Context: an optimization exercise on an open-source flow, tuned for small area, a short achievable clock period and few clock cycles per item. The choices shown serve that exercise and are no tape-out recipe. Function was not checked in any run shown here: the RTL went through the layout flow alone. Power figures rest on the tool's default switching activity, not on a simulated workload.

==> design/flow/design.v <==
module cordic #(
    parameter int Width = 16
) (
    input  logic             clk_i,
    input  logic             rst_i,
    input  logic             start_cordic_i,
    input  logic [Width-1:0] x0_i,
    input  logic [Width-1:0] y0_i,
    input  logic [Width-1:0] z0_i,
    output logic [Width-1:0] xn_o,
    output logic [Width-1:0] yn_o,
    output logic [Width-1:0] zn_o,
    output logic             done_tick_cordic_o
);
  function automatic logic [15:0] atan(input logic [3:0] i);
    case (i)
      4'd0: atan = 16'h2D00;
      4'd1: atan = 16'h1A91;
      4'd2: atan = 16'h0E09;
      4'd3: atan = 16'h0720;
      4'd4: atan = 16'h0394;
      4'd5: atan = 16'h01CA;
      4'd6: atan = 16'h00E5;
      4'd7: atan = 16'h0073;
      4'd8: atan = 16'h0039;
      4'd9: atan = 16'h001D;
      4'd10: atan = 16'h000E;
      4'd11: atan = 16'h0007;
      4'd12: atan = 16'h0004;
      4'd13: atan = 16'h0002;
      4'd14: atan = 16'h0001;
      default: atan = 16'h0000;
    endcase
  endfunction
  logic [15:0] x_q, y_q, z_q;
  logic        busy_q;   
  logic        done_q;
  logic neg;
  assign neg = z_q[15];
  logic [15:0] xi, yi;   
  logic negx_q, posy_q;
  assign xi = x_q ^ {16{~posy_q}};
  assign yi = y_q ^ {16{~negx_q}};
  logic [15:0] xs, ys, az;
  logic [3:0] lo_q, hi_q;
  logic [3:0] loy_q, hiy_q;   
  logic       last;
  assign last = hi_q[3] & lo_q[2];
  logic [15:0] xl, yl;
  always_comb begin
    xl = 16'd0;
    yl = 16'd0;
    for (int i = 0; i < 4; i++) begin
      xl = xl | ({16{lo_q[i]}} & 16'($signed(xi) >>> i));
      yl = yl | ({16{loy_q[i]}} & 16'($signed(yi) >>> i));
    end
    xs = 16'd0;
    ys = 16'd0;
    for (int i = 0; i < 4; i++) begin
      xs = xs | ({16{hi_q[i]}} & 16'($signed(xl) >>> (4 * i)));
      ys = ys | ({16{hiy_q[i]}} & 16'($signed(yl) >>> (4 * i)));
    end
    az = 16'd0;
    for (int i = 0; i < 15; i++) begin
      az = az | ({16{hi_q[i/4] & lo_q[i%4]}} & atan(i));
    end
  end
  logic [15:0] x_d, y_d, z_d, azi;
  logic        cx, cy, cz;
  assign cx  = ~negx_q & busy_q;
  assign cy  = ~posy_q & busy_q;
  assign cz  = ~neg & busy_q;
  assign azi = az ^ {16{~neg & busy_q}};
  logic [16:0] x_g0, x_p0;
  assign x_g0 = {x_q & ys, cx};
  assign x_p0 = {x_q ^ ys, 1'b0};
  logic x_g0_, x_p0_;
  assign x_g0_ = x_g0[1] | (x_p0[1] & x_g0[0]);
  assign x_p0_ = x_p0[1] & x_p0[0];
  logic x_g1_, x_p1_;
  assign x_g1_ = x_g0[3] | (x_p0[3] & x_g0[2]);
  assign x_p1_ = x_p0[3] & x_p0[2];
  logic x_g2_, x_p2_;
  assign x_g2_ = x_g0[5] | (x_p0[5] & x_g0[4]);
  assign x_p2_ = x_p0[5] & x_p0[4];
  logic x_g3_, x_p3_;
  assign x_g3_ = x_g0[7] | (x_p0[7] & x_g0[6]);
  assign x_p3_ = x_p0[7] & x_p0[6];
  logic x_g4_, x_p4_;
  assign x_g4_ = x_g0[9] | (x_p0[9] & x_g0[8]);
  assign x_p4_ = x_p0[9] & x_p0[8];
  logic x_g5_, x_p5_;
  assign x_g5_ = x_g0[11] | (x_p0[11] & x_g0[10]);
  assign x_p5_ = x_p0[11] & x_p0[10];
  logic x_g6_, x_p6_;
  assign x_g6_ = x_g0[13] | (x_p0[13] & x_g0[12]);
  assign x_p6_ = x_p0[13] & x_p0[12];
  logic x_g7_, x_p7_;
  assign x_g7_ = x_g0[15] | (x_p0[15] & x_g0[14]);
  assign x_p7_ = x_p0[15] & x_p0[14];
  logic x_g8_, x_p8_;
  assign x_g8_ = x_g1_ | (x_p1_ & x_g0_);
  assign x_p8_ = x_p1_ & x_p0_;
  logic x_g9_, x_p9_;
  assign x_g9_ = x_g3_ | (x_p3_ & x_g2_);
  assign x_p9_ = x_p3_ & x_p2_;
  logic x_g10_, x_p10_;
  assign x_g10_ = x_g5_ | (x_p5_ & x_g4_);
  assign x_p10_ = x_p5_ & x_p4_;
  logic x_g11_, x_p11_;
  assign x_g11_ = x_g7_ | (x_p7_ & x_g6_);
  assign x_p11_ = x_p7_ & x_p6_;
  logic x_g12_, x_p12_;
  assign x_g12_ = x_g9_ | (x_p9_ & x_g8_);
  assign x_p12_ = x_p9_ & x_p8_;
  logic x_g13_, x_p13_;
  assign x_g13_ = x_g11_ | (x_p11_ & x_g10_);
  assign x_p13_ = x_p11_ & x_p10_;
  logic x_g14_, x_p14_;
  assign x_g14_ = x_g13_ | (x_p13_ & x_g12_);
  assign x_p14_ = x_p13_ & x_p12_;
  logic x_g15_, x_p15_;
  assign x_g15_ = x_g10_ | (x_p10_ & x_g12_);
  assign x_p15_ = x_p10_ & x_p12_;
  logic x_g16_, x_p16_;
  assign x_g16_ = x_g2_ | (x_p2_ & x_g8_);
  assign x_p16_ = x_p2_ & x_p8_;
  logic x_g17_, x_p17_;
  assign x_g17_ = x_g4_ | (x_p4_ & x_g12_);
  assign x_p17_ = x_p4_ & x_p12_;
  logic x_g18_, x_p18_;
  assign x_g18_ = x_g6_ | (x_p6_ & x_g15_);
  assign x_p18_ = x_p6_ & x_p15_;
  logic x_g19_, x_p19_;
  assign x_g19_ = x_g0[2] | (x_p0[2] & x_g0_);
  assign x_p19_ = x_p0[2] & x_p0_;
  logic x_g20_, x_p20_;
  assign x_g20_ = x_g0[4] | (x_p0[4] & x_g8_);
  assign x_p20_ = x_p0[4] & x_p8_;
  logic x_g21_, x_p21_;
  assign x_g21_ = x_g0[6] | (x_p0[6] & x_g16_);
  assign x_p21_ = x_p0[6] & x_p16_;
  logic x_g22_, x_p22_;
  assign x_g22_ = x_g0[8] | (x_p0[8] & x_g12_);
  assign x_p22_ = x_p0[8] & x_p12_;
  logic x_g23_, x_p23_;
  assign x_g23_ = x_g0[10] | (x_p0[10] & x_g17_);
  assign x_p23_ = x_p0[10] & x_p17_;
  logic x_g24_, x_p24_;
  assign x_g24_ = x_g0[12] | (x_p0[12] & x_g15_);
  assign x_p24_ = x_p0[12] & x_p15_;
  logic x_g25_, x_p25_;
  assign x_g25_ = x_g0[14] | (x_p0[14] & x_g18_);
  assign x_p25_ = x_p0[14] & x_p18_;
  logic x_g26_, x_p26_;
  assign x_g26_ = x_g0[16] | (x_p0[16] & x_g14_);
  assign x_p26_ = x_p0[16] & x_p14_;
  assign x_d[0] = x_p0[1] ^ x_g0[0];
  assign x_d[1] = x_p0[2] ^ x_g0_;
  assign x_d[2] = x_p0[3] ^ x_g19_;
  assign x_d[3] = x_p0[4] ^ x_g8_;
  assign x_d[4] = x_p0[5] ^ x_g20_;
  assign x_d[5] = x_p0[6] ^ x_g16_;
  assign x_d[6] = x_p0[7] ^ x_g21_;
  assign x_d[7] = x_p0[8] ^ x_g12_;
  assign x_d[8] = x_p0[9] ^ x_g22_;
  assign x_d[9] = x_p0[10] ^ x_g17_;
  assign x_d[10] = x_p0[11] ^ x_g23_;
  assign x_d[11] = x_p0[12] ^ x_g15_;
  assign x_d[12] = x_p0[13] ^ x_g24_;
  assign x_d[13] = x_p0[14] ^ x_g18_;
  assign x_d[14] = x_p0[15] ^ x_g25_;
  assign x_d[15] = x_p0[16] ^ x_g14_;
  logic [16:0] y_g0, y_p0;
  assign y_g0 = {y_q & xs, cy};
  assign y_p0 = {y_q ^ xs, 1'b0};
  logic y_g0_, y_p0_;
  assign y_g0_ = y_g0[1] | (y_p0[1] & y_g0[0]);
  assign y_p0_ = y_p0[1] & y_p0[0];
  logic y_g1_, y_p1_;
  assign y_g1_ = y_g0[3] | (y_p0[3] & y_g0[2]);
  assign y_p1_ = y_p0[3] & y_p0[2];
  logic y_g2_, y_p2_;
  assign y_g2_ = y_g0[5] | (y_p0[5] & y_g0[4]);
  assign y_p2_ = y_p0[5] & y_p0[4];
  logic y_g3_, y_p3_;
  assign y_g3_ = y_g0[7] | (y_p0[7] & y_g0[6]);
  assign y_p3_ = y_p0[7] & y_p0[6];
  logic y_g4_, y_p4_;
  assign y_g4_ = y_g0[9] | (y_p0[9] & y_g0[8]);
  assign y_p4_ = y_p0[9] & y_p0[8];
  logic y_g5_, y_p5_;
  assign y_g5_ = y_g0[11] | (y_p0[11] & y_g0[10]);
  assign y_p5_ = y_p0[11] & y_p0[10];
  logic y_g6_, y_p6_;
  assign y_g6_ = y_g0[13] | (y_p0[13] & y_g0[12]);
  assign y_p6_ = y_p0[13] & y_p0[12];
  logic y_g7_, y_p7_;
  assign y_g7_ = y_g0[15] | (y_p0[15] & y_g0[14]);
  assign y_p7_ = y_p0[15] & y_p0[14];
  logic y_g8_, y_p8_;
  assign y_g8_ = y_g1_ | (y_p1_ & y_g0_);
  assign y_p8_ = y_p1_ & y_p0_;
  logic y_g9_, y_p9_;
  assign y_g9_ = y_g3_ | (y_p3_ & y_g2_);
  assign y_p9_ = y_p3_ & y_p2_;
  logic y_g10_, y_p10_;
  assign y_g10_ = y_g5_ | (y_p5_ & y_g4_);
  assign y_p10_ = y_p5_ & y_p4_;
  logic y_g11_, y_p11_;
  assign y_g11_ = y_g7_ | (y_p7_ & y_g6_);
  assign y_p11_ = y_p7_ & y_p6_;
  logic y_g12_, y_p12_;
  assign y_g12_ = y_g9_ | (y_p9_ & y_g8_);
  assign y_p12_ = y_p9_ & y_p8_;
  logic y_g13_, y_p13_;
  assign y_g13_ = y_g11_ | (y_p11_ & y_g10_);
  assign y_p13_ = y_p11_ & y_p10_;
  logic y_g14_, y_p14_;
  assign y_g14_ = y_g13_ | (y_p13_ & y_g12_);
  assign y_p14_ = y_p13_ & y_p12_;
  logic y_g15_, y_p15_;
  assign y_g15_ = y_g10_ | (y_p10_ & y_g12_);
  assign y_p15_ = y_p10_ & y_p12_;
  logic y_g16_, y_p16_;
  assign y_g16_ = y_g2_ | (y_p2_ & y_g8_);
  assign y_p16_ = y_p2_ & y_p8_;
  logic y_g17_, y_p17_;
  assign y_g17_ = y_g4_ | (y_p4_ & y_g12_);
  assign y_p17_ = y_p4_ & y_p12_;
  logic y_g18_, y_p18_;
  assign y_g18_ = y_g6_ | (y_p6_ & y_g15_);
  assign y_p18_ = y_p6_ & y_p15_;
  logic y_g19_, y_p19_;
  assign y_g19_ = y_g0[2] | (y_p0[2] & y_g0_);
  assign y_p19_ = y_p0[2] & y_p0_;
  logic y_g20_, y_p20_;
  assign y_g20_ = y_g0[4] | (y_p0[4] & y_g8_);
  assign y_p20_ = y_p0[4] & y_p8_;
  logic y_g21_, y_p21_;
  assign y_g21_ = y_g0[6] | (y_p0[6] & y_g16_);
  assign y_p21_ = y_p0[6] & y_p16_;
  logic y_g22_, y_p22_;
  assign y_g22_ = y_g0[8] | (y_p0[8] & y_g12_);
  assign y_p22_ = y_p0[8] & y_p12_;
  logic y_g23_, y_p23_;
  assign y_g23_ = y_g0[10] | (y_p0[10] & y_g17_);
  assign y_p23_ = y_p0[10] & y_p17_;
  logic y_g24_, y_p24_;
  assign y_g24_ = y_g0[12] | (y_p0[12] & y_g15_);
  assign y_p24_ = y_p0[12] & y_p15_;
  logic y_g25_, y_p25_;
  assign y_g25_ = y_g0[14] | (y_p0[14] & y_g18_);
  assign y_p25_ = y_p0[14] & y_p18_;
  logic y_g26_, y_p26_;
  assign y_g26_ = y_g0[16] | (y_p0[16] & y_g14_);
  assign y_p26_ = y_p0[16] & y_p14_;
  assign y_d[0] = y_p0[1] ^ y_g0[0];
  assign y_d[1] = y_p0[2] ^ y_g0_;
  assign y_d[2] = y_p0[3] ^ y_g19_;
  assign y_d[3] = y_p0[4] ^ y_g8_;
  assign y_d[4] = y_p0[5] ^ y_g20_;
  assign y_d[5] = y_p0[6] ^ y_g16_;
  assign y_d[6] = y_p0[7] ^ y_g21_;
  assign y_d[7] = y_p0[8] ^ y_g12_;
  assign y_d[8] = y_p0[9] ^ y_g22_;
  assign y_d[9] = y_p0[10] ^ y_g17_;
  assign y_d[10] = y_p0[11] ^ y_g23_;
  assign y_d[11] = y_p0[12] ^ y_g15_;
  assign y_d[12] = y_p0[13] ^ y_g24_;
  assign y_d[13] = y_p0[14] ^ y_g18_;
  assign y_d[14] = y_p0[15] ^ y_g25_;
  assign y_d[15] = y_p0[16] ^ y_g14_;
  logic [16:0] z_g0, z_p0;
  assign z_g0 = {z_q & azi, cz};
  assign z_p0 = {z_q ^ azi, 1'b0};
  logic z_g0_, z_p0_;
  assign z_g0_ = z_g0[1] | (z_p0[1] & z_g0[0]);
  assign z_p0_ = z_p0[1] & z_p0[0];
  logic z_g1_, z_p1_;
  assign z_g1_ = z_g0[3] | (z_p0[3] & z_g0[2]);
  assign z_p1_ = z_p0[3] & z_p0[2];
  logic z_g2_, z_p2_;
  assign z_g2_ = z_g0[5] | (z_p0[5] & z_g0[4]);
  assign z_p2_ = z_p0[5] & z_p0[4];
  logic z_g3_, z_p3_;
  assign z_g3_ = z_g0[7] | (z_p0[7] & z_g0[6]);
  assign z_p3_ = z_p0[7] & z_p0[6];
  logic z_g4_, z_p4_;
  assign z_g4_ = z_g0[9] | (z_p0[9] & z_g0[8]);
  assign z_p4_ = z_p0[9] & z_p0[8];
  logic z_g5_, z_p5_;
  assign z_g5_ = z_g0[11] | (z_p0[11] & z_g0[10]);
  assign z_p5_ = z_p0[11] & z_p0[10];
  logic z_g6_, z_p6_;
  assign z_g6_ = z_g0[13] | (z_p0[13] & z_g0[12]);
  assign z_p6_ = z_p0[13] & z_p0[12];
  logic z_g7_, z_p7_;
  assign z_g7_ = z_g0[15] | (z_p0[15] & z_g0[14]);
  assign z_p7_ = z_p0[15] & z_p0[14];
  logic z_g8_, z_p8_;
  assign z_g8_ = z_g1_ | (z_p1_ & z_g0_);
  assign z_p8_ = z_p1_ & z_p0_;
  logic z_g9_, z_p9_;
  assign z_g9_ = z_g3_ | (z_p3_ & z_g2_);
  assign z_p9_ = z_p3_ & z_p2_;
  logic z_g10_, z_p10_;
  assign z_g10_ = z_g5_ | (z_p5_ & z_g4_);
  assign z_p10_ = z_p5_ & z_p4_;
  logic z_g11_, z_p11_;
  assign z_g11_ = z_g7_ | (z_p7_ & z_g6_);
  assign z_p11_ = z_p7_ & z_p6_;
  logic z_g12_, z_p12_;
  assign z_g12_ = z_g9_ | (z_p9_ & z_g8_);
  assign z_p12_ = z_p9_ & z_p8_;
  logic z_g13_, z_p13_;
  assign z_g13_ = z_g11_ | (z_p11_ & z_g10_);
  assign z_p13_ = z_p11_ & z_p10_;
  logic z_g14_, z_p14_;
  assign z_g14_ = z_g13_ | (z_p13_ & z_g12_);
  assign z_p14_ = z_p13_ & z_p12_;
  logic z_g15_, z_p15_;
  assign z_g15_ = z_g10_ | (z_p10_ & z_g12_);
  assign z_p15_ = z_p10_ & z_p12_;
  logic z_g16_, z_p16_;
  assign z_g16_ = z_g2_ | (z_p2_ & z_g8_);
  assign z_p16_ = z_p2_ & z_p8_;
  logic z_g17_, z_p17_;
  assign z_g17_ = z_g4_ | (z_p4_ & z_g12_);
  assign z_p17_ = z_p4_ & z_p12_;
  logic z_g18_, z_p18_;
  assign z_g18_ = z_g6_ | (z_p6_ & z_g15_);
  assign z_p18_ = z_p6_ & z_p15_;
  logic z_g19_, z_p19_;
  assign z_g19_ = z_g0[2] | (z_p0[2] & z_g0_);
  assign z_p19_ = z_p0[2] & z_p0_;
  logic z_g20_, z_p20_;
  assign z_g20_ = z_g0[4] | (z_p0[4] & z_g8_);
  assign z_p20_ = z_p0[4] & z_p8_;
  logic z_g21_, z_p21_;
  assign z_g21_ = z_g0[6] | (z_p0[6] & z_g16_);
  assign z_p21_ = z_p0[6] & z_p16_;
  logic z_g22_, z_p22_;
  assign z_g22_ = z_g0[8] | (z_p0[8] & z_g12_);
  assign z_p22_ = z_p0[8] & z_p12_;
  logic z_g23_, z_p23_;
  assign z_g23_ = z_g0[10] | (z_p0[10] & z_g17_);
  assign z_p23_ = z_p0[10] & z_p17_;
  logic z_g24_, z_p24_;
  assign z_g24_ = z_g0[12] | (z_p0[12] & z_g15_);
  assign z_p24_ = z_p0[12] & z_p15_;
  logic z_g25_, z_p25_;
  assign z_g25_ = z_g0[14] | (z_p0[14] & z_g18_);
  assign z_p25_ = z_p0[14] & z_p18_;
  logic z_g26_, z_p26_;
  assign z_g26_ = z_g0[16] | (z_p0[16] & z_g14_);
  assign z_p26_ = z_p0[16] & z_p14_;
  assign z_d[0] = z_p0[1] ^ z_g0[0];
  assign z_d[1] = z_p0[2] ^ z_g0_;
  assign z_d[2] = z_p0[3] ^ z_g19_;
  assign z_d[3] = z_p0[4] ^ z_g8_;
  assign z_d[4] = z_p0[5] ^ z_g20_;
  assign z_d[5] = z_p0[6] ^ z_g16_;
  assign z_d[6] = z_p0[7] ^ z_g21_;
  assign z_d[7] = z_p0[8] ^ z_g12_;
  assign z_d[8] = z_p0[9] ^ z_g22_;
  assign z_d[9] = z_p0[10] ^ z_g17_;
  assign z_d[10] = z_p0[11] ^ z_g23_;
  assign z_d[11] = z_p0[12] ^ z_g15_;
  assign z_d[12] = z_p0[13] ^ z_g24_;
  assign z_d[13] = z_p0[14] ^ z_g18_;
  assign z_d[14] = z_p0[15] ^ z_g25_;
  assign z_d[15] = z_p0[16] ^ z_g14_;
  always_ff @(posedge clk_i) begin
    if (start_cordic_i) begin
      x_q <= x0_i;
      y_q <= y0_i;
      z_q <= z0_i;
      negx_q <= z0_i[15];
      posy_q <= ~z0_i[15];
    end else begin
      x_q <= x_d;
      y_q <= y_d;
      z_q <= z_d;
      negx_q <= z_d[15];
      posy_q <= ~z_d[15];
    end
  end
  always_ff @(posedge clk_i, posedge rst_i) begin
    if (rst_i) begin
      lo_q   <= 4'd0;
      hi_q   <= 4'd0;
      loy_q  <= 4'd0;
      hiy_q  <= 4'd0;
      busy_q <= 1'b0;
      done_q <= 1'b0;
    end else begin
      if (start_cordic_i) begin
        lo_q <= 4'd1;
        hi_q <= 4'd1;
      end else if (last) begin
        lo_q <= 4'd0;
        hi_q <= 4'd0;
      end else begin
        lo_q <= {lo_q[2:0], lo_q[3]};
        if (lo_q[3]) hi_q <= {hi_q[2:0], 1'b0};
      end
      if (start_cordic_i) begin
        loy_q <= 4'd1;
        hiy_q <= 4'd1;
      end else if (!busy_q || last) begin
        loy_q <= 4'd0;
        hiy_q <= 4'd0;
      end else begin
        loy_q <= {loy_q[2:0], loy_q[3]};
        if (loy_q[3]) hiy_q <= {hiy_q[2:0], 1'b0};
      end
      busy_q <= start_cordic_i || (busy_q && !last);
      done_q <= busy_q && last && !start_cordic_i;
    end
  end
  assign xn_o = x_q;
  assign yn_o = y_q;
  assign zn_o = z_q;
  assign done_tick_cordic_o = done_q;
endmodule
==> design/flow/run.sh <==
#!/bin/bash
# synth_recipe.tcl (not shown) runs the flow's synth.tcl, then flattens the netlist and writes it again
# the make line also repeats each setting of config.mk as NAME=value (left out here)
make -C /OpenROAD-flow-scripts/flow DESIGN_CONFIG=/design/flow/config.mk WORK_HOME=/design/flow/orfs CLKGATE_MAP_FILE= SYNTH_SCRIPT=/design/flow/synth_recipe.tcl finish
==> design/flow/config.mk <==
export PLATFORM = sky130hd
export DESIGN_NAME = cordic
export DESIGN_NICKNAME = cordic
export VERILOG_FILES = /design/flow/design.v
export SDC_FILE = /design/flow/constraint.sdc
export NUM_CORES = 4
export LEC_CHECK = 0
export ABC_AREA = 1
export CAP_MARGIN = 20
export CORE_MARGIN = 2
export CORE_UTILIZATION = 40
export SETUP_SLACK_MARGIN = 2.0
export SLEW_MARGIN = 20
==> design/flow/constraint.sdc <==
create_clock -name core_clock -period 5.5 [get_ports {clk_i}]
set_input_delay 1.1000 -clock core_clock [delete_from_list [all_inputs] [get_ports {clk_i}]]
set_output_delay 1.1000 -clock core_clock [all_outputs]
set_load 0.01 [all_outputs]
==> notes.md, run 1 <==
post-synthesis async set-or-reset flop share 0.269; H-Tree Depth 3; Worst Path Arrival 3580 ps; Initial Utilization 0.409; # rows 44; status timing/DRC/antenna clean; Net count, final 1023; Chip Width 126 microns; Avg Cell Area, Syn 7.31 sq um; CP max FO 7; Avg WL per Cell 16.1 microns; CP endpoint kind flip-flop; sequential fraction of the synthesis area 0.241; Pins Over Slew Limit 0; CP Launch Type flip-flop; Peak VDD IR 450 uV; GRT Total Usage 0.221; wirelength, routed 17600 microns; via count 5859; violation count after the first detailed-route iteration 415; initial antenna violation count 0; Hold Fails Final Rpt 0; synth warn 1; Clock Sinks 67; CTS buffer count 9; sequential share of power 0.179; PD cells 726 nW/um^2; biggest area consumer among synthesized cells dfxtp_1; DR vias/cell 5.35; CTS tree built; #FFs+latches synth 67; Clock power frac 0.109; ANT cells 0; Min-Delay Path Class flip-flop to flip-flop; core area 14500 sq um; Netlist cell types 49; antenna-violating nets left 0; Worst-Skew Late Latency 340 ps; gr ovfl total 0; Least-Margin Pin Slew 748 ps; critical path type flip-flop to flip-flop; Final Setup Violations 0; first-pass GRT wire length 28100 microns; synth top area cells dfxtp_1 16%, nand2_1 14%, ha_1 8.8%; port bufs 99; routability cong. 0.940; Slew HR 0.501; Die ar. 15900 sq um; Fill cells 1454; Layout Cells excl Fill 1096; Sw Pwr 2.71 mW; DIE HEIGHT 126 microns; Mapped Nets 930; clock tree buffer depth 2; Yosys top cell area share 0.165; Final Skew 7.19 ps; RSZ-0062 raised after global routing yes; Most used DFF post-synth dfxtp_1; Worst-path clk slew 60 ps; fin crit share 0.614; Synth Instances 814; Post-synth EDFFs 0; Comb power frac 0.712; I/O pin count 100; post-DP HPWL 13300 microns; Req. time, crit path 5710 ps; Area Growth Syn to Fin 28.8%; CTS Hold Bufs 0; P_leak 3.57 nW; Internal 2.86 mW; mapped cell area 5950 sq um; Sum Neg Setup Slack 0 ps; Max-cap violations 0; DRT Pass-1 Iters 6; pin count of the biggest net entering global routing 50; Max Fclk 296 MHz; Placed Cells 1067; Period minus WS final 3380 ps; sw frac 0.487; share of layout cells above drive strength 1 0.133; Clock Tree Root clkbuf_16; vias in the first global route 5519; DRC Markers 0
[cell families after synthesis]
| logic type | synth area share |
|---|---|
| XOR/XNOR | 0.0936 |
| AND/OR/NAND/NOR | 0.236 |
| flip-flops | 0.241 |
| adder cells (fa/ha/maj) | 0.166 |
| buffers and inverters | 0.0858 |
| AO/OA/AOI/OAI | 0.178 |
[worst paths after layout]
| kind | startpoint | endpoint | slack (ps) | cells after the start |
|---|---|---|---|---|
| worst max-delay path | lo_q[2] | y_q[14] | 2120 | 18 |
| worst min-delay path | z_q[0] | z_q[0] | 530 | 2 |
| worst max register to register | lo_q[2] | y_q[14] | 2120 | 18 |
| worst min register to register | z_q[0] | z_q[0] | 530 | 2 |
| max in group asynchronous | rst_i | lo_q[3] | 3760 | 2 |
| min in group asynchronous | rst_i | loy_q[3] | 1180 | 2 |
[synthesized netlist by cell type, types with 8 or more instances]
cell      number
nand2_1      223
inv_1         72
dfxtp_1       49
o21ai_0       44
a21oi_1       43
ha_1          42
nor2_1        40
xnor2_1       29
xor2_1        29
nand3_1       27
fa_1          23
clkbuf_1      18
dfrtp_1       18
inv_2         14
o21ai_1       14
o22ai_1       13
nand2_2       12
nand4_1        9
a21o_1         8
a31oi_1        8
[registers in the layout, indices dropped and copies added, names as in the netlist]
| name | flops |
|---|---|
| y_q | 16 |
| hi_q | 4 |
| z_q | 16 |
| posy_q | 1 |
| loy_q | 4 |
| lo_q | 4 |
| x_q | 16 |
| busy_q | 1 |
| done_q | 1 |
| hiy_q | 4 |
[cell type report]
type	instances	area, sq um	share of cell area
clock buffers	14	274	0.0358
clock inverters	2	35.0	0.00457
inverters	89	348	0.0454
multi-input cells	626	4190	0.547
flip-flops and latches	67	1460	0.190
well taps	184	230	0.0300
repair buffers	114	1130	0.147
[critical path: stages (launching register included)]
cell and delay [ps]:
dfrtp_4 530, inv_2 100, nand2_1 120, nor2_2 120, nand2_1 50, nand2_1 100, inv_2 50, o21ai_0 70
inv_1 110, a221o_1 330, ha_4 310, inv_1 70, o31ai_1 280, inv_1 100, nand2_1 150, a31oi_4 100
fa_1 400, xor2_1 160, o21ai_0 80
[layout by cell type (no fill, tap or decap), types with 15 or more instances in the layout]
master / Yosys / final
dfxtp_1: 49 / 47
inv_1: 72 / 68
o21ai_1: 14 / 16
nand2_2: 12 / 15
o21ai_0: 44 / 42
xor2_1: 29 / 28
fa_1: 23 / 22
nand2_1: 223 / 220
clkdlybuf4s50_1: 0 / 98
nand3_1: 27 / 26
ha_1: 42 / 41
a21oi_1: 43 / 40
inv_2: 14 / 16
nor2_1: 40 / 39
xnor2_1: 29 / 22
[metrics by stage]
| step | hold slack [ps] | area [sq um] | setup WS, ps | total power, mW | util |
|---|---|---|---|---|---|
| 3_5_place_dp | 522 | 7000 | 1480 | 4.63 | 0.482 |
| 2_1_floorplan | 529 | 5950 | 2350 | 3.53 | - |
| 4_1_cts | 530 | 7390 | 2020 | 5.33 | 0.509 |
| 6_report | 528 | 7660 | 2120 | 5.56 | 0.527 |
| 3_3_place_gp | 511 | 7000 | 1630 | 4.60 | 0.482 |
| 5_1_grt | 577 | 7660 | 1960 | 6.12 | 0.527 |
[power by group through the flow]
stage / sequential, mW / clock (mW) / combinational, mW
floorplan: 0.964 / 0 / 2.57
finish: 0.995 / 0.609 / 3.96
CTS: 0.990 / 0.621 / 3.72
global route: 1.03 / 0.638 / 4.45
global placement: 1.03 / 0 / 3.57
detailed placement: 1.03 / 0 / 3.60
[per-layer routing]
layer / share of wire / wire (microns) / track usage / up-vias
met5: 0 / 0 / 0 / -
met4: 0.022 / 391 / 0.0653 / 0
met3: 0.060 / 1050 / 0.0378 / 33
met2: 0.47 / 8250 / 0.361 / 217
met1: 0.45 / 7930 / 0.300 / 2714
li1: - / - / - / 2895
[what timing repair did]
item	4_1_cts	5_1_grt
endpoints found under the setup margin	26	17
pin swaps	0	4
buffers inserted	5	8
gates resized for setup	7	49
endpoints found under the hold margin	0	0
==> inputs of run 2 (changes only) <==
--- a/design/flow/design.v
+++ b/design/flow/design.v
@@ -33,4 +33,7 @@
     endcase
   endfunction
+  function automatic logic [15:0] asr(input logic [15:0] v, input int k);
+    for (int b = 0; b < 16; b++) asr[b] = (b + k > 15) ? v[15] : v[b + k];
+  endfunction
   logic [15:0] x_q, y_q, z_q;
   logic        busy_q;   
@@ -39,10 +42,8 @@
   assign neg = z_q[15];
   logic [15:0] xi, yi;   
-  logic negx_q, posy_q;
-  assign xi = x_q ^ {16{~posy_q}};
-  assign yi = y_q ^ {16{~negx_q}};
+  assign xi = x_q;
+  assign yi = y_q;
   logic [15:0] xs, ys, az;
   logic [3:0] lo_q, hi_q;
-  logic [3:0] loy_q, hiy_q;   
   logic       last;
   assign last = hi_q[3] & lo_q[2];
@@ -52,12 +53,12 @@
     yl = 16'd0;
     for (int i = 0; i < 4; i++) begin
-      xl = xl | ({16{lo_q[i]}} & 16'($signed(xi) >>> i));
-      yl = yl | ({16{loy_q[i]}} & 16'($signed(yi) >>> i));
+      xl = xl | ({16{lo_q[i]}} & asr(xi, i));
+      yl = yl | ({16{lo_q[i]}} & asr(yi, i));
     end
     xs = 16'd0;
     ys = 16'd0;
     for (int i = 0; i < 4; i++) begin
-      xs = xs | ({16{hi_q[i]}} & 16'($signed(xl) >>> (4 * i)));
-      ys = ys | ({16{hiy_q[i]}} & 16'($signed(yl) >>> (4 * i)));
+      xs = xs | ({16{hi_q[i]}} & asr(xl, (4 * i)));
+      ys = ys | ({16{hi_q[i]}} & asr(yl, (4 * i)));
     end
     az = 16'd0;
@@ -68,11 +69,16 @@
   logic [15:0] x_d, y_d, z_d, azi;
   logic        cx, cy, cz;
-  assign cx  = ~negx_q & busy_q;
-  assign cy  = ~posy_q & busy_q;
+  assign cx  = ~neg & busy_q;
+  assign cy  = neg & busy_q;
   assign cz  = ~neg & busy_q;
   assign azi = az ^ {16{~neg & busy_q}};
+  logic [15:0] mxs, mys, xsi, ysi;
+  assign mys = {16{cx}};
+  assign mxs = {16{cy}};
+  assign ysi = ys ^ mys;
+  assign xsi = xs ^ mxs;
   logic [16:0] x_g0, x_p0;
-  assign x_g0 = {x_q & ys, cx};
-  assign x_p0 = {x_q ^ ys, 1'b0};
+  assign x_g0 = {x_q & ysi, cx};
+  assign x_p0 = {x_q ^ ysi, 1'b0};
   logic x_g0_, x_p0_;
   assign x_g0_ = x_g0[1] | (x_p0[1] & x_g0[0]);
@@ -173,6 +179,6 @@
   assign x_d[15] = x_p0[16] ^ x_g14_;
   logic [16:0] y_g0, y_p0;
-  assign y_g0 = {y_q & xs, cy};
-  assign y_p0 = {y_q ^ xs, 1'b0};
+  assign y_g0 = {y_q & xsi, cy};
+  assign y_p0 = {y_q ^ xsi, 1'b0};
   logic y_g0_, y_p0_;
   assign y_g0_ = y_g0[1] | (y_p0[1] & y_g0[0]);
@@ -300,76 +306,94 @@
   assign z_p7_ = z_p0[15] & z_p0[14];
   logic z_g8_, z_p8_;
-  assign z_g8_ = z_g1_ | (z_p1_ & z_g0_);
-  assign z_p8_ = z_p1_ & z_p0_;
+  assign z_g8_ = z_g0[2] | (z_p0[2] & z_g0_);
+  assign z_p8_ = z_p0[2] & z_p0_;
   logic z_g9_, z_p9_;
-  assign z_g9_ = z_g3_ | (z_p3_ & z_g2_);
-  assign z_p9_ = z_p3_ & z_p2_;
+  assign z_g9_ = z_g1_ | (z_p1_ & z_g0_);
+  assign z_p9_ = z_p1_ & z_p0_;
   logic z_g10_, z_p10_;
-  assign z_g10_ = z_g5_ | (z_p5_ & z_g4_);
-  assign z_p10_ = z_p5_ & z_p4_;
+  assign z_g10_ = z_g0[6] | (z_p0[6] & z_g2_);
+  assign z_p10_ = z_p0[6] & z_p2_;
   logic z_g11_, z_p11_;
-  assign z_g11_ = z_g7_ | (z_p7_ & z_g6_);
-  assign z_p11_ = z_p7_ & z_p6_;
+  assign z_g11_ = z_g3_ | (z_p3_ & z_g2_);
+  assign z_p11_ = z_p3_ & z_p2_;
   logic z_g12_, z_p12_;
-  assign z_g12_ = z_g9_ | (z_p9_ & z_g8_);
-  assign z_p12_ = z_p9_ & z_p8_;
+  assign z_g12_ = z_g0[10] | (z_p0[10] & z_g4_);
+  assign z_p12_ = z_p0[10] & z_p4_;
   logic z_g13_, z_p13_;
-  assign z_g13_ = z_g11_ | (z_p11_ & z_g10_);
-  assign z_p13_ = z_p11_ & z_p10_;
+  assign z_g13_ = z_g5_ | (z_p5_ & z_g4_);
+  assign z_p13_ = z_p5_ & z_p4_;
   logic z_g14_, z_p14_;
-  assign z_g14_ = z_g13_ | (z_p13_ & z_g12_);
-  assign z_p14_ = z_p13_ & z_p12_;
+  assign z_g14_ = z_g0[14] | (z_p0[14] & z_g6_);
+  assign z_p14_ = z_p0[14] & z_p6_;
   logic z_g15_, z_p15_;
-  assign z_g15_ = z_g10_ | (z_p10_ & z_g12_);
-  assign z_p15_ = z_p10_ & z_p12_;
+  assign z_g15_ = z_g7_ | (z_p7_ & z_g6_);
+  assign z_p15_ = z_p7_ & z_p6_;
   logic z_g16_, z_p16_;
-  assign z_g16_ = z_g2_ | (z_p2_ & z_g8_);
-  assign z_p16_ = z_p2_ & z_p8_;
+  assign z_g16_ = z_g0[4] | (z_p0[4] & z_g9_);
+  assign z_p16_ = z_p0[4] & z_p9_;
   logic z_g17_, z_p17_;
-  assign z_g17_ = z_g4_ | (z_p4_ & z_g12_);
-  assign z_p17_ = z_p4_ & z_p12_;
+  assign z_g17_ = z_g2_ | (z_p2_ & z_g9_);
+  assign z_p17_ = z_p2_ & z_p9_;
   logic z_g18_, z_p18_;
-  assign z_g18_ = z_g6_ | (z_p6_ & z_g15_);
-  assign z_p18_ = z_p6_ & z_p15_;
+  assign z_g18_ = z_g10_ | (z_p10_ & z_g9_);
+  assign z_p18_ = z_p10_ & z_p9_;
   logic z_g19_, z_p19_;
-  assign z_g19_ = z_g0[2] | (z_p0[2] & z_g0_);
-  assign z_p19_ = z_p0[2] & z_p0_;
+  assign z_g19_ = z_g11_ | (z_p11_ & z_g9_);
+  assign z_p19_ = z_p11_ & z_p9_;
   logic z_g20_, z_p20_;
-  assign z_g20_ = z_g0[4] | (z_p0[4] & z_g8_);
-  assign z_p20_ = z_p0[4] & z_p8_;
+  assign z_g20_ = z_g0[12] | (z_p0[12] & z_g13_);
+  assign z_p20_ = z_p0[12] & z_p13_;
   logic z_g21_, z_p21_;
-  assign z_g21_ = z_g0[6] | (z_p0[6] & z_g16_);
-  assign z_p21_ = z_p0[6] & z_p16_;
+  assign z_g21_ = z_g6_ | (z_p6_ & z_g13_);
+  assign z_p21_ = z_p6_ & z_p13_;
   logic z_g22_, z_p22_;
-  assign z_g22_ = z_g0[8] | (z_p0[8] & z_g12_);
-  assign z_p22_ = z_p0[8] & z_p12_;
+  assign z_g22_ = z_g14_ | (z_p14_ & z_g13_);
+  assign z_p22_ = z_p14_ & z_p13_;
   logic z_g23_, z_p23_;
-  assign z_g23_ = z_g0[10] | (z_p0[10] & z_g17_);
-  assign z_p23_ = z_p0[10] & z_p17_;
+  assign z_g23_ = z_g15_ | (z_p15_ & z_g13_);
+  assign z_p23_ = z_p15_ & z_p13_;
   logic z_g24_, z_p24_;
-  assign z_g24_ = z_g0[12] | (z_p0[12] & z_g15_);
-  assign z_p24_ = z_p0[12] & z_p15_;
+  assign z_g24_ = z_g0[8] | (z_p0[8] & z_g19_);
+  assign z_p24_ = z_p0[8] & z_p19_;
   logic z_g25_, z_p25_;
-  assign z_g25_ = z_g0[14] | (z_p0[14] & z_g18_);
-  assign z_p25_ = z_p0[14] & z_p18_;
+  assign z_g25_ = z_g4_ | (z_p4_ & z_g19_);
+  assign z_p25_ = z_p4_ & z_p19_;
   logic z_g26_, z_p26_;
-  assign z_g26_ = z_g0[16] | (z_p0[16] & z_g14_);
-  assign z_p26_ = z_p0[16] & z_p14_;
+  assign z_g26_ = z_g12_ | (z_p12_ & z_g19_);
+  assign z_p26_ = z_p12_ & z_p19_;
+  logic z_g27_, z_p27_;
+  assign z_g27_ = z_g13_ | (z_p13_ & z_g19_);
+  assign z_p27_ = z_p13_ & z_p19_;
+  logic z_g28_, z_p28_;
+  assign z_g28_ = z_g20_ | (z_p20_ & z_g19_);
+  assign z_p28_ = z_p20_ & z_p19_;
+  logic z_g29_, z_p29_;
+  assign z_g29_ = z_g21_ | (z_p21_ & z_g19_);
+  assign z_p29_ = z_p21_ & z_p19_;
+  logic z_g30_, z_p30_;
+  assign z_g30_ = z_g22_ | (z_p22_ & z_g19_);
+  assign z_p30_ = z_p22_ & z_p19_;
+  logic z_g31_, z_p31_;
+  assign z_g31_ = z_g23_ | (z_p23_ & z_g19_);
+  assign z_p31_ = z_p23_ & z_p19_;
+  logic z_g32_, z_p32_;
+  assign z_g32_ = z_g0[16] | (z_p0[16] & z_g31_);
+  assign z_p32_ = z_p0[16] & z_p31_;
   assign z_d[0] = z_p0[1] ^ z_g0[0];
   assign z_d[1] = z_p0[2] ^ z_g0_;
-  assign z_d[2] = z_p0[3] ^ z_g19_;
-  assign z_d[3] = z_p0[4] ^ z_g8_;
-  assign z_d[4] = z_p0[5] ^ z_g20_;
-  assign z_d[5] = z_p0[6] ^ z_g16_;
-  assign z_d[6] = z_p0[7] ^ z_g21_;
-  assign z_d[7] = z_p0[8] ^ z_g12_;
-  assign z_d[8] = z_p0[9] ^ z_g22_;
-  assign z_d[9] = z_p0[10] ^ z_g17_;
-  assign z_d[10] = z_p0[11] ^ z_g23_;
-  assign z_d[11] = z_p0[12] ^ z_g15_;
-  assign z_d[12] = z_p0[13] ^ z_g24_;
-  assign z_d[13] = z_p0[14] ^ z_g18_;
-  assign z_d[14] = z_p0[15] ^ z_g25_;
-  assign z_d[15] = z_p0[16] ^ z_g14_;
+  assign z_d[2] = z_p0[3] ^ z_g8_;
+  assign z_d[3] = z_p0[4] ^ z_g9_;
+  assign z_d[4] = z_p0[5] ^ z_g16_;
+  assign z_d[5] = z_p0[6] ^ z_g17_;
+  assign z_d[6] = z_p0[7] ^ z_g18_;
+  assign z_d[7] = z_p0[8] ^ z_g19_;
+  assign z_d[8] = z_p0[9] ^ z_g24_;
+  assign z_d[9] = z_p0[10] ^ z_g25_;
+  assign z_d[10] = z_p0[11] ^ z_g26_;
+  assign z_d[11] = z_p0[12] ^ z_g27_;
+  assign z_d[12] = z_p0[13] ^ z_g28_;
+  assign z_d[13] = z_p0[14] ^ z_g29_;
+  assign z_d[14] = z_p0[15] ^ z_g30_;
+  assign z_d[15] = z_p0[16] ^ z_g31_;
   always_ff @(posedge clk_i) begin
     if (start_cordic_i) begin
@@ -377,47 +401,31 @@
       y_q <= y0_i;
       z_q <= z0_i;
-      negx_q <= z0_i[15];
-      posy_q <= ~z0_i[15];
     end else begin
       x_q <= x_d;
       y_q <= y_d;
       z_q <= z_d;
-      negx_q <= z_d[15];
-      posy_q <= ~z_d[15];
     end
   end
   always_ff @(posedge clk_i, posedge rst_i) begin
     if (rst_i) begin
-      lo_q   <= 4'd0;
-      hi_q   <= 4'd0;
-      loy_q  <= 4'd0;
-      hiy_q  <= 4'd0;
       busy_q <= 1'b0;
       done_q <= 1'b0;
     end else begin
-      if (start_cordic_i) begin
-        lo_q <= 4'd1;
-        hi_q <= 4'd1;
-      end else if (last) begin
-        lo_q <= 4'd0;
-        hi_q <= 4'd0;
-      end else begin
-        lo_q <= {lo_q[2:0], lo_q[3]};
-        if (lo_q[3]) hi_q <= {hi_q[2:0], 1'b0};
-      end
-      if (start_cordic_i) begin
-        loy_q <= 4'd1;
-        hiy_q <= 4'd1;
-      end else if (!busy_q || last) begin
-        loy_q <= 4'd0;
-        hiy_q <= 4'd0;
-      end else begin
-        loy_q <= {loy_q[2:0], loy_q[3]};
-        if (loy_q[3]) hiy_q <= {hiy_q[2:0], 1'b0};
-      end
       busy_q <= start_cordic_i || (busy_q && !last);
       done_q <= busy_q && last && !start_cordic_i;
     end
   end
+  always_ff @(posedge clk_i) begin
+    if (start_cordic_i) begin
+      lo_q <= 4'd1;
+      hi_q <= 4'd1;
+    end else if (!busy_q || last) begin
+      lo_q <= 4'd0;
+      hi_q <= 4'd0;
+    end else begin
+      lo_q <= {lo_q[2:0], lo_q[3]};
+      if (lo_q[3]) hi_q <= {hi_q[2:0], 1'b0};
+    end
+  end
   assign xn_o = x_q;
   assign yn_o = y_q;
==> design/flow/flow/run.sh (new file) <==
#!/bin/bash
# The standard layout (the standard.sh), with two changes:
#  - synthesis maps additions to ordinary logic cells (ADDER_MAP_FILE empty,
#    so Yosys does not extract full/half-adder cells); registers are unchanged;
#  - the port buffers that placement inserts are the smallest buffer cell,
#    sky130_fd_sc_hd__buf_1, instead of the one OpenROAD picks by default.
#    Every input and output port still gets its buffer.
# Full output in standard.log.
set -euo pipefail
export ADDER_MAP_FILE=
export BUFFER_PORTS_ARGS="-buffer_cell sky130_fd_sc_hd__buf_1"
bash standard.sh > standard.log 2>&1
==> design/flow/standard.sh (new file) <==
#!/bin/bash
# synth_recipe.tcl (not shown) runs the flow's synth.tcl, then flattens the netlist and writes it again
# the make line also repeats each setting of config.mk as NAME=value (left out here)
make -C /OpenROAD-flow-scripts/flow DESIGN_CONFIG=/design/flow/config.mk WORK_HOME=/design/flow/orfs CLKGATE_MAP_FILE= SYNTH_SCRIPT=/design/flow/synth_recipe.tcl "${@:-finish}"
--- a/design/flow/config.mk
+++ b/design/flow/config.mk
@@ -9,5 +9,5 @@
 export CAP_MARGIN = 20
 export CORE_MARGIN = 2
-export CORE_UTILIZATION = 40
-export SETUP_SLACK_MARGIN = 2.0
+export CORE_UTILIZATION = 60
+export SETUP_SLACK_MARGIN = 2.6
 export SLEW_MARGIN = 20
removed: design/flow/run.sh
==> run 2 against run 1 <==
Via count grew 20%. Sequential share of layout area shrank 2.1 points. Power shrank 13%. Final cell count grew 27%. Synthesized area grew 7.9%. Sequential power shrank 9.4%. Register-to-register slack gained 700 ps. Global-route usage grew 7.3 points. Die area shrank 27%.
==> notes.md, run 2 <==
status timing/DRC/antenna clean; Netlist cell types 45; gr ovfl total 0; CP max FO 23; #FFs+latches synth 58; fin crit share 0.486; routability cong. 0.927; Avg WL per Cell 12.0 microns; core area 10400 sq um; crit path from lo_q[0]; Sum Neg Setup Slack 0 ps; DIE HEIGHT 107 microns; placed cell areas 6700 sq um; Worst-path clk slew 80 ps; Min-Delay Path Class flip-flop to flip-flop; fin area 7010 sq um; Top Registers x_q x16, y_q x16, z_q x16; Peak VDD IR 457 uV; synth warn 1; Yosys top cell area share 0.269; Slew HR 0.595; Most used DFF post-synth dfxtp_1; Setup WS pre-CTS 2140 ps; I/O pin count 100; slowest CP cell dfxtp_4; RR Endpoint x_q[15]; commonest cells after routing, fill and taps aside 459 x nand2_1, 156 x nor2_1, 98 x buf_1; CP cell instances buf_6 -> nand2_1 -> nand2_1 -> nor2_4 -> nor2_2 -> inv_2 -> nand3_1 -> xor2_1 -> xor2_1 -> nand2_1 -> nor2_1 -> nand2_2 -> nand2_2 -> nand2_2 -> nand2_2 -> nand2_1 -> nand2_1 -> nand2_1 -> nand3_1 -> nand2_1; Final Setup Violations 0; PD cells 691 nW/um^2; Crit path largest cell delay 450 ps; most used cell, CP nand2_1; worst setup margin 2830 ps; Synth Instances 1172; most instantiated cells after synthesis 460 x nand2_1, 163 x nor2_1, 98 x inv_1; worst reg2reg path depth 20; first-pass GRT wire length 27400 microns; wirelength, routed 16600 microns; Post-synth EDFFs 0; Net count, final 1299; H-Tree Depth 3; vias in the first global route 5990; CTS buffer count 9; post-synthesis async set-or-reset flop share 0.0345; share of layout cells above drive strength 1 0.125; mapped cell area 6420 sq um; Max-cap violations 0; min-delay src x_q[0]; Die ar. 11500 sq um; GRT Total Usage 0.294; initial antenna violation count 0; Pins Over Slew Limit 0; DRC Markers 0; clock tree buffer depth 2; Hold Fails Final Rpt 0; biggest area consumer among synthesized cells nand2_1; critical path type flip-flop to flip-flop; CTS tree built; worst setup path end x_q[15]; Area Growth Syn to Fin 9.12%; reg2reg start lo_q[0]; CP Launch Type flip-flop; most frequent cell after synthesis nand2_1; via count 7037; ANT cells 0; synth top area cells nand2_1 27%, dfxtp_1 17%, nor2_1 9.5%; Avg Cell Area, Syn 5.48 sq um; Req. time, crit path 5760 ps; Final Skew 19.4 ps; antenna-violating nets left 0; DRT Pass-1 Iters 7; most common cell after layout, fill and taps aside nand2_1; P_leak 3.79 nW; Worst Path Arrival 2940 ps; # rows 37; Mapped Nets 1223; DR vias/cell 5.07; Chip Width 107 microns; worst reg-to-reg setup slack 2830 ps; pin count of the biggest net entering global routing 56; sequential fraction of the synthesis area 0.182; Initial Utilization 0.619; Worst-Skew Late Latency 370 ps; port bufs 99; Least-Margin Pin Slew 607 ps; Clock Sinks 58; post-DP HPWL 12500 microns; CP endpoint kind flip-flop; Period minus WS final 2670 ps; CTS Hold Bufs 0; Max Fclk 374 MHz; violation count after the first detailed-route iteration 492; Clock Tree Root clkbuf_8; RSZ-0062 raised after global routing yes
-- run 2: changes by cell type after synthesis, sizes merged, moves of 8 or more --
cell    delta
nand3     +62
buf       +18
clkbuf     -8
nor2     +147
a21oi     -20
inv       +33
nand2    +262
xnor2     -21
xor2       +8
ha        -42
dfrtp     -16
o22ai     -13
a21o       -8
fa        -23
-- run 2: worst min path at each step --
stage | endpoint | slack [ps] | cells past startpoint
2_1_floorplan | x_q[0] | 500 | 2
3_3_place_gp | z_q[0] | 490 | 2
3_5_place_dp | x_q[0] | 520 | 2
4_1_cts | done_q | 530 | 2
5_1_grt | busy_q | 540 | 2
6_report | x_q[0] | 530 | 2
-- run 2: cells by family after synthesis --
logic type / count (synthesis) / share of synthesized area
AO/OA/AOI/OAI: 98 / 0.0873
XOR/XNOR: 48 / 0.0725
AND/OR/NAND/NOR: 804 / 0.539
flip-flops: 58 / 0.182
buffers and inverters: 164 / 0.119
-- run 2: metrics by stage --
stage,util,cells,hold WS [ps],power [mW]
after floorplan,-,1172,502,3.71
after global placement,0.646,1370,491,4.30
after detailed placement,0.646,1370,518,4.34
after CTS,0.666,1386,528,4.78
after global routing,0.676,1388,543,5.41
final,0.676,1388,526,4.84
-- run 2: what timing repair did --
action	CTS	global route
setup endpoints to repair	38	24
resized for setup	7	28
pin swaps	1	1
cloned	1	0
setup buffers	0	2
-- run 2: area by class of cell --
| class | count | area (sq um) |
|---|---|---|
| Clock buffer | 12 | 145 |
| Clock inverter | 3 | 40.0 |
| Fill cell | 1046 | 3360 |
| Inverter | 122 | 470 |
| Multi-Input combinational cell | 951 | 4540 |
| Sequential cell | 58 | 1180 |
| Tap cell | 136 | 170 |
| Timing Repair Buffer | 106 | 450 |
-- run 2: per-layer routing --
metal	vias up	wire length [microns]	part of all wire	GRT usage
li1	3761	-	-	-
met4	0	282	0.017	0.0916
met1	3016	8320	0.50	0.415
met3	25	1110	0.067	0.0551
met2	235	6910	0.42	0.452
met5	-	0	0	0
-- run 2: worst max-delay path: cells and delay by family, from the launching register on --
| family | cells | cell delay, ps |
|---|---|---|
| flops | 1 | 450 |
| simple gates | 16 | 1290 |
| buf+inv | 2 | 290 |
| xor+xnor | 2 | 520 |
-- run 2: where the power goes --
group | leakage (nW) | internal, mW | total [mW] | switching (mW)
Combinational | 3.20 | 1.28 | 3.54 | 2.25
Sequential | 0.495 | 0.612 | 0.901 | 0.290
Clock | 0.0962 | 0.218 | 0.399 | 0.181

re-timing with driven ports:
No port has a modelled driver above. Below, the same layouts with a new extraction and two added sets of constraints.
Step 1 assumes that a clkbuf_16 drives the clock port and a buf_2 every other input.
Step 2 also shifts input and output timing later by t, the mid clock arrival at the registers, as if the neighbouring blocks saw the same clock.
Slacks: ideal ports / drivers / drivers and shift; pairs: ideal ports / drivers.
| run | t, ns | slack for setup (ns) | worst setup path after step 2 | latest minus earliest clock arrival (ns) | worst data-port slew with drivers (ns) |
|---|---|---|---|---|---|
| run 1 | 0.383 | 2.124 / 2.124 / 2.124 | register to register | 0.007 / 0.007 | 0.04 |
| run 2 | 0.398 | 2.828 / 2.828 / 2.523 | input to register | 0.019 / 0.019 | 0.03 |
After both steps setup and hold are still met in every run listed. For run 2, which loses most, drivers alone change the setup slack by 0.000 ns; drivers and shift together by -0.305 ns.
